Context: an optimization exercise on an open-source flow, tuned for small area. The choices shown serve that exercise and are no tape-out recipe. Only simulation tests tie the RTL to the original design; equivalence was not proved. No activity file was given, so power comes from the tool's default toggle rates.

`design/flow/config.mk`:
```
export PLATFORM = sky130hd
export DESIGN_NAME = wavelet_transform
export DESIGN_NICKNAME = wavelet_transform
export VERILOG_FILES = /design/flow/design.v
export SDC_FILE = /design/flow/constraint.sdc
export NUM_CORES = 4
export LEC_CHECK = 0
export CAP_MARGIN = 20
export CORE_MARGIN = 2
export CORE_UTILIZATION = 40
export SLEW_MARGIN = 20
```
`design/flow/constraint.sdc`:
```
create_clock -name core_clock -period 14.0 [get_ports {clk}]
set_input_delay 2.8000 -clock core_clock [delete_from_list [all_inputs] [get_ports {clk}]]
set_output_delay 2.8000 -clock core_clock [all_outputs]
set_load 0.01 [all_outputs]
```
`design/flow/design.v`:
```
`default_nettype none
module fir #(
    parameter BITS_PER_ELEM = 8,
    parameter SUM_TRUNCATION = 8,
    parameter NUM_ELEM = 7,
    parameter FILTER_VAL = 0,
    parameter MAX_BITS = $clog2({BITS_PER_ELEM{1'b1}}*{BITS_PER_ELEM{1'b1}}*NUM_ELEM)
) (
    input wire clk,
    input wire rst,
    input wire i_start_calc,
    input wire [NUM_ELEM * BITS_PER_ELEM - 1:0] taps,
    output wire signed [SUM_TRUNCATION - 1:0] o_wavelet
);
  wire [NUM_ELEM * BITS_PER_ELEM - 1:0] filter = FILTER_VAL;
  reg signed [MAX_BITS - 1:0] sum;
  reg signed [MAX_BITS - 1:0] working_sum;
  assign o_wavelet = sum[(MAX_BITS - 1): (MAX_BITS) - SUM_TRUNCATION];  
  integer i;
  always @(*) begin
    working_sum = 0;
    for (i = 0; i < NUM_ELEM; i = i + 1) begin
      working_sum = working_sum + $signed(filter[BITS_PER_ELEM*i+:BITS_PER_ELEM]) * $signed(taps[BITS_PER_ELEM*i+:BITS_PER_ELEM]);
    end
  end
  always @(posedge clk) begin
    if (rst) begin
      sum <= 0;
    end else begin
      if (i_start_calc) begin
        sum <= working_sum;
      end
      else begin
        sum <= sum;
      end
    end
  end
endmodule
`default_nettype none
module shift_register_line #(
    parameter TOTAL_TAPS = 9,
    parameter BITS_PER_TAP = 8,
    parameter TOTAL_BITS = 9 * 8
) (
    input wire clk,
    input wire rst,
    input wire signed [BITS_PER_TAP - 1:0] i_value,
    input wire i_data_clk,
    output wire o_start_calc,
    output reg [TOTAL_BITS - 1:0] o_taps
);
  reg stb;
  reg start_calc;
  reg data_clk_previous;  
  reg data_clk_two_previous;  
  always @(posedge clk) begin
    if (rst) begin
      o_taps <= 0;
      stb <= 0;
      start_calc <= 0;
      data_clk_previous <= 0;
      data_clk_two_previous <= 0;
    end else begin
      o_taps <= o_taps;
      start_calc <= 0;
      if (i_data_clk & ~data_clk_previous & ~data_clk_two_previous) begin  
        o_taps <= {o_taps[((TOTAL_BITS-1)-BITS_PER_TAP):0], i_value};
        start_calc <= 1;
      end
      data_clk_previous <= i_data_clk;
      data_clk_two_previous <= data_clk_previous;
    end
  end
  assign o_start_calc = start_calc;
endmodule
`default_nettype none
module output_multiplexer #(
    parameter NUM_FILTERS = 8,
    parameter SUM_TRUNCATION = 8
) (
    input wire clk,
    input wire rst,
    input wire [(NUM_FILTERS*SUM_TRUNCATION - 1):0] i_truncated_wavelet_out,
    input wire [7:0] i_select_output_channel,
    output wire [SUM_TRUNCATION - 1:0] o_multiplexed_wavelet_out
);
  reg [7:0] multiplexer_out;
  assign o_multiplexed_wavelet_out = multiplexer_out;
  always @(posedge clk) begin
    if (rst) begin
      multiplexer_out <= 8'b0;
    end else begin
        case (i_select_output_channel)
          0: multiplexer_out <= i_truncated_wavelet_out[0*(SUM_TRUNCATION) +:SUM_TRUNCATION];
          1: multiplexer_out <= i_truncated_wavelet_out[1*(SUM_TRUNCATION) +:SUM_TRUNCATION];
          2: multiplexer_out <= i_truncated_wavelet_out[2*(SUM_TRUNCATION) +:SUM_TRUNCATION];
          3: multiplexer_out <= i_truncated_wavelet_out[3*(SUM_TRUNCATION) +:SUM_TRUNCATION];
          4: multiplexer_out <= i_truncated_wavelet_out[4*(SUM_TRUNCATION) +:SUM_TRUNCATION];
          5: multiplexer_out <= i_truncated_wavelet_out[5*(SUM_TRUNCATION) +:SUM_TRUNCATION];
          6: multiplexer_out <= i_truncated_wavelet_out[6*(SUM_TRUNCATION) +:SUM_TRUNCATION];
          default: multiplexer_out <= i_truncated_wavelet_out[0+:SUM_TRUNCATION];
        endcase
    end
  end
endmodule
`default_nettype none
`timescale 1ns/1ns
module wavelet_transform #(
    parameter BITS_PER_ELEM = 8,
    parameter TOTAL_FILTERS = 7,
    parameter SUM_TRUNCATION = 8
) (
    input wire clk,
    input wire rst,
    input wire signed [BITS_PER_ELEM - 1:0] i_value,
    input wire i_data_clk,
    input wire [7:0] i_select_output_channel,
    output wire [SUM_TRUNCATION - 1:0] o_multiplexed_wavelet_out,
    output wire o_active,
    output [8:0] io_oeb
);
  wire [(TOTAL_FILTERS*SUM_TRUNCATION - 1):0] truncated_wavelet_out;
  assign io_oeb = 9'b0_0000_0000;
  wire start_calc;
  parameter BASE_FREQ = 1;
  parameter BASE_NUM_ELEM = 3;
  parameter NUM_FILTERS = TOTAL_FILTERS;
  parameter TOTAL_TAPS = 81;  
  parameter BITS_PER_TAP = BITS_PER_ELEM;
  parameter TOTAL_BITS = BITS_PER_TAP * TOTAL_TAPS;
  wire [TOTAL_BITS - 1:0] taps;
  reg active;
  assign o_active = active;
  always @(posedge clk) begin
    if (rst) begin
      active <= 1'b0;
    end else begin
      active <= 1'b1;
    end
  end
  output_multiplexer #(
      .NUM_FILTERS(NUM_FILTERS),
      .SUM_TRUNCATION(SUM_TRUNCATION)
  ) om_1 (
      .clk(clk),
      .rst(rst),
      .i_truncated_wavelet_out(truncated_wavelet_out),
      .i_select_output_channel(i_select_output_channel),
      .o_multiplexed_wavelet_out(o_multiplexed_wavelet_out)
  );
  shift_register_line #(
      .TOTAL_TAPS(TOTAL_TAPS),
      .BITS_PER_TAP(BITS_PER_ELEM),
      .TOTAL_BITS(TOTAL_BITS)
  ) srl_1 (
      .clk  (clk),
      .rst(rst),
      .i_value(i_value),
      .i_data_clk (i_data_clk),
      .o_start_calc (start_calc),
      .o_taps (taps[TOTAL_BITS-1:0])
    );
    fir #(
      .BITS_PER_ELEM(BITS_PER_ELEM),
      .SUM_TRUNCATION(SUM_TRUNCATION),
      .NUM_ELEM(3),
      .FILTER_VAL(24'hC77FC7),
      .MAX_BITS(16)
    ) fir_0 (
      .clk(clk),
      .rst(rst),
      .taps (taps[(BITS_PER_ELEM*3) - 1:0]),
      .o_wavelet(truncated_wavelet_out[7:0]),
      .i_start_calc(start_calc)
    );
    fir #(
      .BITS_PER_ELEM(BITS_PER_ELEM),
      .SUM_TRUNCATION(SUM_TRUNCATION),
      .NUM_ELEM(5),
      .FILTER_VAL(40'hE4DD7FDDE4),
      .MAX_BITS(16)
    ) fir_1 (
      .clk(clk),
      .rst(rst),
      .taps (taps[(BITS_PER_ELEM*5) - 1:0]),
      .o_wavelet(truncated_wavelet_out[15:8]),
      .i_start_calc(start_calc)
    );
    fir #(
      .BITS_PER_ELEM(BITS_PER_ELEM),
      .SUM_TRUNCATION(SUM_TRUNCATION),
      .NUM_ELEM(9),
      .FILTER_VAL(72'hF9DFC81F7F1FC8DFF9),
      .MAX_BITS(17)
    ) fir_2 (
      .clk(clk),
      .rst(rst),
      .taps (taps[(BITS_PER_ELEM*9) - 1:0]),
      .o_wavelet(truncated_wavelet_out[23:16]),
      .i_start_calc(start_calc)
    );
    fir #(
      .BITS_PER_ELEM(BITS_PER_ELEM),
      .SUM_TRUNCATION(SUM_TRUNCATION),
      .NUM_ELEM(15),
      .FILTER_VAL(120'hFEF7E7CFC9F9507F50F9C9CFE7F7FE),
      .MAX_BITS(18)
    ) fir_3 (
      .clk(clk),
      .rst(rst),
      .taps (taps[(BITS_PER_ELEM*15) - 1:0]),
      .o_wavelet(truncated_wavelet_out[31:24]),
      .i_start_calc(start_calc)
    );
    fir #(
      .BITS_PER_ELEM(BITS_PER_ELEM),
      .SUM_TRUNCATION(SUM_TRUNCATION),
      .NUM_ELEM(27),
      .FILTER_VAL(216'h00FEFBF6EDE0D2C8CBE10C416D7F6D410CE1CBC8D2E0EDF6FBFE00),
      .MAX_BITS(18)
    ) fir_4 (
      .clk(clk),
      .rst(rst),
      .taps (taps[(BITS_PER_ELEM*27) - 1:0]),
      .o_wavelet(truncated_wavelet_out[39:32]),
      .i_start_calc(start_calc)
    );
    fir #(
      .BITS_PER_ELEM(BITS_PER_ELEM),
      .SUM_TRUNCATION(SUM_TRUNCATION),
      .NUM_ELEM(47),
      .FILTER_VAL(376'h0000fefdfcfaf6f2ebe4dcd3ccc7c8cfddf30e2e4d67787f78674d2e0ef3ddcfc8c7ccd3dce4ebf2f6fafcfdfe0000),
      .MAX_BITS(19)
    ) fir_5 (
      .clk(clk),
      .rst(rst),
      .taps (taps[(BITS_PER_ELEM*47) - 1:0]),
      .o_wavelet(truncated_wavelet_out[47:40]),
      .i_start_calc(start_calc)
    );
    fir #(
      .BITS_PER_ELEM(BITS_PER_ELEM),
      .SUM_TRUNCATION(SUM_TRUNCATION),
      .NUM_ELEM(81),
      .FILTER_VAL(648'h00000000fefefdfdfcfaf9f7f4f1eeeae5e0dbd6d2cdcac7c7c8ccd2dbe7f505172a3c4e5e6c767c7f7c766c5e4e3c2a1705f5e7dbd2ccc8c7c7cacdd2d6dbe0e5eaeef1f4f7f9fafcfdfdfefe00000000),
      .MAX_BITS(20)
    ) fir_6 (
      .clk(clk),
      .rst(rst),
      .taps (taps[(BITS_PER_ELEM*81) - 1:0]),
      .o_wavelet(truncated_wavelet_out[55:48]),
      .i_start_calc(start_calc)
    );
endmodule
```
`design/flow/run.sh`:
```
#!/bin/bash
# synth_recipe.tcl (not shown) runs the flow's synth.tcl, then flattens the netlist and writes it again
# the make line also repeats each setting of config.mk as NAME=value (left out here)
make -C /OpenROAD-flow-scripts/flow DESIGN_CONFIG=/design/flow/config.mk WORK_HOME=/design/flow/orfs CLKGATE_MAP_FILE= SYNTH_SCRIPT=/design/flow/synth_recipe.tcl finish
```
==> run summary <==
## cells by family (layout without fill, tap and decap cells)
kind of cell / count (synthesis) / after routing / share of synthesized area [%]
xor+xnor: 1697 / 1697 / 7.196
fa+ha+maj: 7972 / 7972 / 61.66
simple gates: 2497 / 2497 / 5.077
buf+inv: 6468 / 6589 / 11.64
mux: 102 / 102 / 0.5164
other cells: 1 / 14 / 0.001795
flops: 684 / 684 / 6.556
compound gates: 2601 / 2601 / 7.351
## stage by stage
stage	area [sq um]	std cells	hold slack (ns)	utilization [%]
2_1_floorplan	208900	22030	0.4240	-
3_3_place_gp	218300	28900	0.4424	41.93
3_5_place_dp	218300	28900	0.4498	41.94
4_1_cts	222200	29090	0.4622	42.69
5_1_grt	222200	29090	0.4762	42.69
6_report	222200	29100	0.4616	42.69
## final cells by class
type	instances	area, sq um
diodes	5	12.51
inverters	6194	23250
clock buffers	132	2934
repair buffers	199	1617
multi-input cells	14880	171100
clock inverters	64	950.9
flip-flops and latches	684	13690
well taps	6942	8686
fillers	51220	298300
## where the power goes
part / switching, mW / internal (mW)
registers: 0.0411 / 1.98
clock network: 1.32 / 1.86
logic: 2.10 / 1.21
total: 3.46 / 5.06
## worst min path at each step
| stage | startpoint | to | slack [ns] | cells past startpoint |
|---|---|---|---|---|
| after floorplan | fir_0.sum[15] | fir_0.sum[15] | 0.42 | 2 |
| after global placement | fir_2.sum[16] | fir_2.sum[16] | 0.44 | 2 |
| after detailed placement | fir_2.sum[16] | fir_2.sum[16] | 0.45 | 2 |
| after CTS | srl_1.o_taps[607] | srl_1.o_taps[615] | 0.46 | 2 |
| after global routing | fir_0.sum[15] | fir_0.sum[15] | 0.48 | 2 |
| final | srl_1.o_taps[607] | srl_1.o_taps[615] | 0.46 | 2 |
## state kept, by name (all words and copies together), names as in the netlist
signal	count
srl_1.data_clk_two_previous	1
fir_5.sum	8
srl_1.start_calc	1
srl_1.data_clk_previous	1
fir_6.sum	8
fir_1.sum	8
om_1.multiplexer_out	8
fir_3.sum	8
fir_0.sum	8
active	1
fir_4.sum	8
srl_1.o_taps	616
fir_2.sum	8
## tightest hold or removal path: cells and delay by family (launching register included)
kind	cells	cell delay [ns]
simple gates	1	0.06
compound gates	1	0.05
flops	1	0.33
## synthesized netlist by cell type (12+ instances only)
cell,n,share of area (%)
inv_1,6187,11
ha_1,4102,25
fa_1,3869,37
nand2_1,1531,2.8
a21oi_1,1383,3.3
xnor2_1,1287,5.4
dfxtp_1,684,6.6
nor2_1,429,0.77
xor2_1,397,1.7
o21ai_0,336,0.81
a21o_1,296,1.1
o21bai_1,285,1.0
clkbuf_1,250,0.45
nor2b_1,164,0.49
nand2b_1,147,0.44
o21a_1,78,0.28
nor3_1,77,0.18
mux2i_1,56,0.27
a21boi_0,53,0.19
nand3_1,50,0.12
a31oi_1,47,0.14
mux2_2,46,0.25
o41ai_1,21,0.088
nand4_1,19,0.057
or3_1,17,0.051
buf_1,15,0.027
a211oi_1,13,0.047
or2_2,13,0.039
and2_1,12,0.036
o31a_1,12,0.050
## routing by layer
metal / track usage [%] / up-vias
li1: - / 67020
met1: 36.15 / 72670
met2: 45.21 / 3683
met3: 3.464 / 894
met4: 11.98 / 16
met5: 0 / -
==> summary.md <==
| Metric | Value |
|---|---|
| Reg-to-reg slack, setup | 1.27 ns |
| Warning count from the yosys run | 10 |
| Clock tree root buffer cell | clkbuf_16 |
| Setup Viol. Count Final | 0 |
| Critical Path Max Stage Delay | 0.65 ns |
| Achievable Freq | 78.55 MHz |
| Total Power Consumption | 8.525 mW |
| Post-cts hold buffer count | 0 |
| Worst max-slew margin expressed relative to the limit | 12.63% |
| Final Max Slew Viols | 0 |
| Row cnt | 265 |
| H-tree lvl count | 3 |
| Final TNS setup | 0 ns |
| Slowest cell on the critical path | dfxtp_1 |
| Final clock skew | 0.09673 ns |
| Clock tree from TritonCTS | built |
| Post-route fraction of the period consumed by the critical path | 90.93% |
| Synthesized area divided by synthesized cell count | 9.484 sq um |
| Ys flop type | dfxtp_1 |
| Final critical-path setup slack | 1.269 ns |
| Critical path launch point type | flop |
| Placeable Area | 0.5206 sq mm |
| Initial DRC Count | 9901 |
| Max IR drop VDD | 0.2066 mV |
| Number of instances in the synthesized netlist | 22020 |
| Count of max-cap constraint violations | 0 |
| Actual transition at the worst max-transition pin | 1.301 ns |
| Source-to-sink clock delay at the later pin of the worst-skew pair | 0.95 ns |
| Met2 wirelength from detailed routing | 333700 um |
| Critical path depth in cells | 41 |
| Number of sinks on the clock net | 684 |
| Crit path buf inv count | 12 |
| Number of global-route vias before repair | 151300 |
| Width of the chip | 726.6 um |
| Vertical die dimension | 726.6 um |
| Initial antenna violation count | 20 |
| Post-detailed-route via-to-cell ratio | 4.958 |
| Wire length per cell after detailed routing | 24.61 um |
| Maximum number of pins on one net before global-route repair | 144 |
| CP most frequent cell | fa_1 |
| Final estimated routing congestion in global placement | 1.029 |
| FFs w/ async S/R, synth | 0% |
| Starting utilization of the core area | 40.12% |
| Highest routed layer | met5 |
| Sequential cell area fraction in the yosys report | 6.556% |
| Lkg Pwr | 116.4 nW |
| Gates resized, CTS repair | 0 |
| Required time reported for the critical path endpoint | 14.77 ns |
| Final #Nets | 30060 |
| Pre-CTS WS | 1.217 ns |
| Number of clock buffers inserted by TritonCTS | 109 |
| Met1 wire length | 303100 um |
| Worst setup path category | flop to flop |
| Wire length reported by the detailed router | 716100 um |
| Critical path capture point type | flop |
| Startpoint of the worst setup timing path | srl_1.o_taps[148] |
| Overall fraction of global-route tracks in use | 27.41% |
| Maximum clock path buffer count | 4 |
| Gate family responsible for the most delay along the worst path | adder cells |
| Clock slew at the register clock pins of the worst setup and hold paths | 0.08 ns |
| Total iterations of the first detailed-routing run | 7 |
| CP Max Fanout | 10 |
| Post-CTS setup-driven buffer insertion count | 0 |
| Routed length on met3 | 39760 um |
| Leading cell type in the layout, fill and taps excluded | inv_1 |
| Minimum clock period | 12.73 ns |
| Global-route wire length before repair | 1047000 um |
| Fraction of final layout cells with drive strength greater than 1 | 2.135% |
| Overflow left after global routing | 0 |
| Worst reg2reg path depth | 41 |
| Syn Std Cell Area | 0.2089 sq mm |
| Number of enable flip-flop cells after synthesis | 0 |
| Worst Setup EP | fir_6.sum[18] |
| Classification of the worst-slack hold path | flop to flop |
| Outcome | timing/DRC/antenna clean |
| Antenna Violating Nets Remaining | 0 |
| Source of the worst register-to-register timing path | srl_1.o_taps[148] |
| Detail Placement HPWL | 638800 um |
| Worst r2r dst | fir_6.sum[18] |
| Top-level port count | 37 |
| Full die area | 0.5280 sq mm |
| IO buf count | 27 |
| Critical path data arrival time | 13.50 ns |
| Via count of the routed design | 144300 |
| Synth unique cells | 79 |
| Setup repair after global routing missed its margin | false |
| Post-synthesis sequential element count | 684 |
| Power density over the cells | 38.36 mW/mm^2 |
| Layout overhead on the synthesized area | 6.402% |
| Count of final hold-check violations | 0 |
| Post-detailed-route DRC marker count | 0 |
| Commonest cells after routing, fill and taps aside | inv_1, ha_1, fa_1 |

[afterwards: timing with drivers on the ports]
Ports are ideal in the flow. The routed layout listed here was re-timed in OpenROAD.
Step 1 sets driving cells, clkbuf_16 on the clock port and buf_2 on the other inputs (assumed; they add their load-dependent delay and slew).
Step 2 adds t to the input delays and takes it off the output delays; t is the mean of the earliest and latest rising clock arrival at the registers after step 1. Input paths then give back, and output paths get back, about the clock's delay inside the block.
a / b / c = ideal / step 1 / step 2; a / b = the first two.
t (ns): 1.026
setup slack, ns: 1.269 / 1.269 / 1.269
worst setup path after step 2: register to register
After both steps this run still meets setup and hold. The setup slack of this run moves by 0.000 ns with the drivers and by 0.000 ns with both steps.
